What follows belongs to an exercise in optimizing a design on an open flow for small area, a short achievable clock period and few clock cycles per item; a production flow would make more cautious choices.
Where RTL was checked, it was by simulation tests only, not by an equivalence proof against the original.

==> inputs of fjord <==
Design cordic_multiply, start of the top module:
module cordic_multiply #(
    parameter WL = 16,
    parameter FL = 14,
    parameter N_ITER = 15
)(
    input  wire                 clk,
    input  wire                 rst_n,
    input  wire                 start,
    input  wire signed [WL-1:0] in1,
    input  wire signed [WL-1:0] in2,
    output wire signed [WL-1:0] out,
    output reg                  done
);
    reg  [15:1] ya_r, yb_r;
    reg         c0_r, p16_r;
    reg  [8:3] yc_r;
    wire p1 = ~(in1[0]);
    wire p2 = ~(in1[1]);
    wire p3 = ~(in1[2]);
    wire p4 = ~(in1[3]);
    wire p5 = ~(in1[4]);
    wire p6 = ~(in1[5]);
    wire p7 = ~(in1[6]);
    wire p8 = ~(in1[7]);
    wire p9 = ~(in1[8]);
    wire p10 = ~(in1[9]);
    wire p11 = ~(in1[10]);
    wire p12 = ~(in1[11]);
    wire p13 = ~(in1[12]);
    wire p14 = ~(in1[13]);
    wire p15 = ~(in1[14]);
    wire p16 = ~(~(in1[15]));
    wire p17 = ~(in2[15] & ~in1[0]);
  ...
==> flow/config.mk <==
export PLATFORM = sky130hd
export DESIGN_NAME = cordic_multiply
export DESIGN_NICKNAME = cordic_multiply
export VERILOG_FILES = /design/flow/design.v
export SDC_FILE = /design/flow/constraint.sdc
export NUM_CORES = 4
export LEC_CHECK = 0
export CAP_MARGIN = 20
export CORE_MARGIN = 2
export CORE_UTILIZATION = 40
export CTS_BUF_LIST = sky130_fd_sc_hd__clkbuf_4
export SETUP_SLACK_MARGIN = 2.9
export SLEW_MARGIN = 20
export SYNTH_HIERARCHICAL = 1
export SYNTH_MINIMUM_KEEP_SIZE = 0
==> flow/constraint.sdc <==
create_clock -name core_clock -period 7.0 [get_ports {clk}]
set_input_delay 1.4000 -clock core_clock [delete_from_list [all_inputs] [get_ports {clk}]]
set_output_delay 1.4000 -clock core_clock [all_outputs]
set_load 0.01 [all_outputs]
standard.sh (not shown) runs the stock make flow with config.mk's settings and CLKGATE_MAP_FILE= SYNTH_SCRIPT=/design/flow/synth_recipe.tcl, a recipe that flattens the netlist after the stock synthesis.
==> flow/flow/run.sh <==
#!/bin/bash
# Layout flow: the standard flow (standard.sh, unchanged synthesis and
# steps), except that the port buffers are the platform's smallest buffer
# (buf_1) instead of the default pick; repair_design still resizes them where
# a load needs it.  The full output goes to standard.log in this folder.
set -euo pipefail
export BUFFER_PORTS_ARGS="-buffer_cell sky130_fd_sc_hd__buf_1"
bash standard.sh > standard.log 2>&1
==> willow (differences from fjord) <==
--- a/flow/config.mk
+++ b/flow/config.mk
@@ -11,3 +11,3 @@
 export CTS_BUF_LIST = sky130_fd_sc_hd__clkbuf_4
-export SETUP_SLACK_MARGIN = 2.9
+export SETUP_SLACK_MARGIN = 3.2
 export SLEW_MARGIN = 20
==> notes <==
- First-iteration DRC count: fjord is smaller than willow (about 8%).
- Against willow, the clock-buffer cell count of fjord is lower by 1.
- Die area is the same in willow and fjord.
- Synthesized cell count is the same in willow and fjord.
==> figures <==
item	fjord	willow
Status	complete, no violations	complete, no violations
Final worst setup slack	3010 ps	3040 ps
Startpoint of the most critical setup path	in2[13]	yb_r[8]
Biggest cell delay along the critical path	540 ps	490 ps
Starting DRC count in detailed routing	180	196
Via-per-instance ratio	5.28	5.26
Layout Nets	645	655
CTS resizes	21	65
Testbench counts of fjord, summed over its fixed seeds: cycles 1,608, items 1,600.
Testbench counts of willow, summed over its fixed seeds: cycles 1,608, items 1,600.


==> v4 <==
Another version of the RTL of cordic_multiply (not shown whole).
export LEC_CHECK = 0
export CAP_MARGIN = 20
export CORE_MARGIN = 2
export CORE_UTILIZATION = 40
export CTS_BUF_LIST = sky130_fd_sc_hd__clkbuf_4
export SLEW_MARGIN = 20
export SYNTH_HIERARCHICAL = 1
export SYNTH_MINIMUM_KEEP_SIZE = 0
create_clock -name core_clock -period 7.0 [get_ports {clk}]
Scripts as last shown in full above: flow/flow/run.sh
==> v9: changes against v4 <==
Settings changed: CORE_UTILIZATION 40 to 65.
==> v28: changes against v4 <==
--- a/flow/design.v
+++ b/flow/design.v
@@ -5,16 +5,15 @@
 )(
     input  wire                 clk,
     input  wire                 rst_n,
     input  wire                 start,
     input  wire signed [WL-1:0] in1,
     input  wire signed [WL-1:0] in2,
-    output wire signed [WL-1:0] out,
+    output reg  signed [WL-1:0] out,
     output reg                  done
 );
-    reg  [16:0] ya_r, yb_r;
     wire p1 = ~(in1[0]);
     wire p2 = ~(in1[1]);
     wire p3 = ~(in1[2]);
     wire p4 = ~(in1[3]);
     wire p5 = ~(in1[4]);
     wire p6 = ~(in1[5]);
@@ -411,18 +410,16 @@
     wire s397, c398;
     cm_fa us397 (.a(p151), .b(p152), .ci(c366), .s(s397), .co(c398));
     wire s399, c400;
     cm_han us399 (.a(p153), .b(p154), .s(s399), .co(c400));
     wire [16:0] ya = {s399, s397, s395, s393, s391, s389, s387, s385, s383, s381, s379, s377, s375, s373, s371, s369, s367};
     wire [16:0] yb = {c398, c396, c394, c392, c390, c388, c386, c384, c382, c380, c378, c376, c374, c372, c370, c368, 1'b1};
-    always @(posedge clk) begin
-        ya_r <= ya;
-        yb_r <= yb;
-    end
-    wire [16:0] yn = ya_r + yb_r + 17'd1;
-    assign out = ~yn[16:1];
+    wire [16:0] yn = ya + yb + 17'd1;
+    wire [16:0] y = ~yn;
+    always @(posedge clk)
+        out <= y[16:1];
     always @(posedge clk or negedge rst_n)
         if (!rst_n) done <= 1'b0;
         else        done <= start;
 endmodule
 module cm_han (
     input  wire a,
==> v27: changes against v4 <==
==> flow/flow/run.sh (replaced) <==
#!/bin/bash
# Layout flow: the standard flow (standard.sh, unchanged synthesis and
# steps), except that the port buffers are the platform's smallest buffer
# (buf_1) instead of the default pick; repair_design still resizes them where
# a load needs it.  The full output goes to standard.log in this folder.
set -euo pipefail
export BUFFER_PORTS_ARGS="-buffer_cell sky130_fd_sc_hd__buf_2"
bash standard.sh > standard.log 2>&1
==> comparison table <==
| metric | v4 | v9 | v27 | v28 |
|---|---|---|---|---|
| Clock period minus worst slack | 4860 ps | 4890 ps | 4550 ps | 6150 ps |
| Met1 usage | 27.2% | 40.3% | 26.6% | 26.0% |
| FF/Latch Area | 666 sq um | 666 sq um | 666 sq um | 345 sq um |
| Number of logic stages on the critical path including buffering | 8 | 8 | 8 | 14 |
| Slew at the pin with the worst max-slew slack | 867 ps | 841 ps | - | 602 ps |
| Number of nets produced by synthesis | 622 | 622 | 622 | 606 |
| Sequential cell count of the final layout | 33 | 33 | 33 | 17 |
| Cts bufs inserted | 5 | 5 | 5 | 3 |
| Maximum number of pins on one net before global-route repair | 18 | 18 | 18 | 13 |
| RD Place Congestion | 0.849 | 0.911 | 0.859 | 0.849 |
| Arr. time, crit path | 5060 ps | 5080 ps | 4760 ps | 6380 ps |
| Placed Instances | 620 | 572 | 619 | 609 |
| Outcome | finished clean | finished clean | finished clean | finished clean |
| Final routed wirelength across all metal layers | 10900 um | 10300 um | 11200 um | 10000 um |
| DR WL met3 | 728 um | 720 um | 672 um | 527 um |
| Final Non-Filler Cells | 628 | 580 | 627 | 613 |
| Number of DRC violations after detailed-routing iteration 0 | 129 | 131 | 239 | 144 |
| Post-layout net count | 659 | 658 | 658 | 653 |
| Post-placement worst setup slack | 1770 ps | 1790 ps | 2090 ps | 520 ps |
| Number of tap instances | 143 | 96 | 143 | 136 |
| Signal buffers | 51 | 50 | 50 | 63 |
| Routed vias/inst | 5.10 | 5.57 | 5.18 | 5.15 |
| Starting density of the core | 40.9% | 67.6% | 40.9% | 41.5% |
Testbench counts of v28, summed over its fixed seeds: cycles 1,608, items 1,600.
Only the layout flow was run in v4, v9 and v27; the RTL was not checked for function there.


==> 04-08 <==
Another version of the RTL of cordic_multiply (not shown whole).
## cordic_multiply
module cordic_multiply #(
    parameter WL = 16,
    parameter FL = 14,
    parameter N_ITER = 15
)(
    input  wire                 clk,
    input  wire                 rst_n,
    input  wire                 start,
    input  wire signed [WL-1:0] in1,
    input  wire signed [WL-1:0] in2,
    output wire signed [WL-1:0] out,
    output reg                  done
);
clock: 7.0 ns
lec_check: 0
cap_margin: 20
core_margin: 2
core_utilization: 40
cts_buf_list: sky130_fd_sc_hd__clkbuf_4
place_density: 0.75
setup_slack_margin: 2.9
slew_margin: 20
synth_hierarchical: 1
synth_minimum_keep_size: 0
==> flow/flow/run.sh <==
#!/bin/bash
# Layout flow: the standard flow (standard.sh, unchanged synthesis and
# steps), except that the port buffers are the platform's smallest buffer
# (buf_1) instead of the default pick; repair_design still resizes them where
# a load needs it.  The full output goes to standard.log in this folder.
set -euo pipefail
export BUFFER_PORTS_ARGS="-buffer_cell sky130_fd_sc_hd__buf_1"
bash standard.sh > standard.log 2>&1
==> inputs of 10-02, as changes to 04-08 <==
--- a/flow/design.v
+++ b/flow/design.v
@@ -271,15 +271,15 @@
     wire s255, c256;
     cm_fa us255 (.a(c226), .b(c228), .ci(c230), .s(s255), .co(c256));
     wire s257, c258;
     cm_fa us257 (.a(s249), .b(s251), .ci(s253), .s(s257), .co(c258));
     wire s259, c260;
     cm_fa us259 (.a(c232), .b(c234), .ci(s255), .s(s259), .co(c260));
     wire s261, c262;
-    cm_fa us261 (.a(c236), .b(s257), .ci(c238), .s(s261), .co(c262));
+    cm_fa us261 (.a(s257), .b(c236), .ci(c238), .s(s261), .co(c262));
     wire s263, c264;
     cm_fa us263 (.a(p76), .b(p77), .ci(p78), .s(s263), .co(c264));
     wire s265, c266;
     cm_fa us265 (.a(p79), .b(p80), .ci(p81), .s(s265), .co(c266));
     wire s267, c268;
     cm_fa us267 (.a(p82), .b(p83), .ci(p84), .s(s267), .co(c268));
     wire s269, c270;
--- a/flow/config.mk
+++ b/flow/config.mk
@@ -6,11 +6,11 @@
 export NUM_CORES = 4
 export LEC_CHECK = 0
 export CAP_MARGIN = 20
 export CORE_MARGIN = 2
 export CORE_UTILIZATION = 40
 export CTS_BUF_LIST = sky130_fd_sc_hd__clkbuf_4
 export PLACE_DENSITY = 0.75
-export SETUP_SLACK_MARGIN = 2.9
+export SETUP_SLACK_MARGIN = 2.8
 export SLEW_MARGIN = 20
 export SYNTH_HIERARCHICAL = 1
 export SYNTH_MINIMUM_KEEP_SIZE = 0
==> inputs of 07-14, as changes to 04-08 <==
--- a/flow/design.v
+++ b/flow/design.v
@@ -271,15 +271,15 @@
     wire s255, c256;
     cm_fa us255 (.a(c226), .b(c228), .ci(c230), .s(s255), .co(c256));
     wire s257, c258;
     cm_fa us257 (.a(s249), .b(s251), .ci(s253), .s(s257), .co(c258));
     wire s259, c260;
     cm_fa us259 (.a(c232), .b(c234), .ci(s255), .s(s259), .co(c260));
     wire s261, c262;
-    cm_fa us261 (.a(c236), .b(s257), .ci(c238), .s(s261), .co(c262));
+    cm_fa us261 (.a(s257), .b(c236), .ci(c238), .s(s261), .co(c262));
     wire s263, c264;
     cm_fa us263 (.a(p76), .b(p77), .ci(p78), .s(s263), .co(c264));
     wire s265, c266;
     cm_fa us265 (.a(p79), .b(p80), .ci(p81), .s(s265), .co(c266));
     wire s267, c268;
     cm_fa us267 (.a(p82), .b(p83), .ci(p84), .s(s267), .co(c268));
     wire s269, c270;
--- a/flow/config.mk
+++ b/flow/config.mk
@@ -5,12 +5,11 @@
 export SDC_FILE = /design/flow/constraint.sdc
 export NUM_CORES = 4
 export LEC_CHECK = 0
 export CAP_MARGIN = 20
 export CORE_MARGIN = 2
 export CORE_UTILIZATION = 40
 export CTS_BUF_LIST = sky130_fd_sc_hd__clkbuf_4
-export PLACE_DENSITY = 0.75
-export SETUP_SLACK_MARGIN = 2.9
+export SETUP_SLACK_MARGIN = 3.1
 export SLEW_MARGIN = 20
 export SYNTH_HIERARCHICAL = 1
 export SYNTH_MINIMUM_KEEP_SIZE = 0
==> notes <==
07-14 finished with timing, DRC and antenna clean. 10-02 completed without violations. 04-08 passed the timing, design-rule and antenna checks.
Global-route usage: 04-08 < 10-02 < 07-14.
First-iteration DRC count, lowest first: 10-02, 07-14, 04-08.
Synthesized cell count is the same in 10-02 and 07-14.
Against 04-08, the via count of 10-02 is lower by 0.58%.
Between 04-08 and 10-02, the lower worst setup slack is in 10-02 (gap 0.13 ns).
The lowest wire length belongs to 10-02, the highest to 07-14.
The lowest sequential share of layout area belongs to 07-14, the highest to 10-02.
In synthesized area, 10-02 and 04-08 do not differ.
Testbench counts of 10-02, summed over its fixed seeds: cycles 1,608, items 1,600.
Testbench counts of 07-14, summed over its fixed seeds: cycles 1,608, items 1,600.
For 04-08, only the layout was checked, not whether the RTL still works.

## separate check: timing with driven ports
The results above use ideal ports. As a check the final layouts listed here were re-extracted and re-timed, cells and wires unchanged.
Step 1 (the two cells are an assumption about what drives the block):
set clk [get_ports {clk}]
set_driving_cell -lib_cell sky130_fd_sc_hd__clkbuf_16 $clk
set_driving_cell -lib_cell sky130_fd_sc_hd__buf_2 [delete_from_list [all_inputs] $clk]
Step 2 times the ports against the registers' clock, not the clock port: input delays grow and output delays shrink by t, the midpoint of the rising clock arrivals with the driver on.
Slacks: no drivers / after step 1 / after step 2; pairs: no drivers / after step 1.
run	shift t [ns]	slack for setup (ns)	worst register clock-pin slew, ns
fjord	0.352	3.008 / 2.991 / 2.659	0.11 / 0.11
willow	0.351	3.042 / 3.015 / 2.858	0.11 / 0.11
v4	0.336	2.138 / 2.134 / 1.798	0.09 / 0.09
v9	0.338	2.109 / 2.110 / 1.772	0.10 / 0.10
v28	0.307	0.845 / 0.824 / 0.516	0.10 / 0.10
v27	0.352	2.446 / 2.413 / 2.061	0.09 / 0.09
04-08	0.347	2.956 / 2.960 / 2.613	0.10 / 0.10
10-02	0.341	2.826 / 2.826 / 2.485	0.10 / 0.10
07-14	0.350	3.073 / 3.047 / 2.784	0.11 / 0.11
After both steps setup and hold are still met in every run listed. The setup slack of v27, which loses most, moves by -0.033 ns with the drivers and by -0.385 ns with both steps.
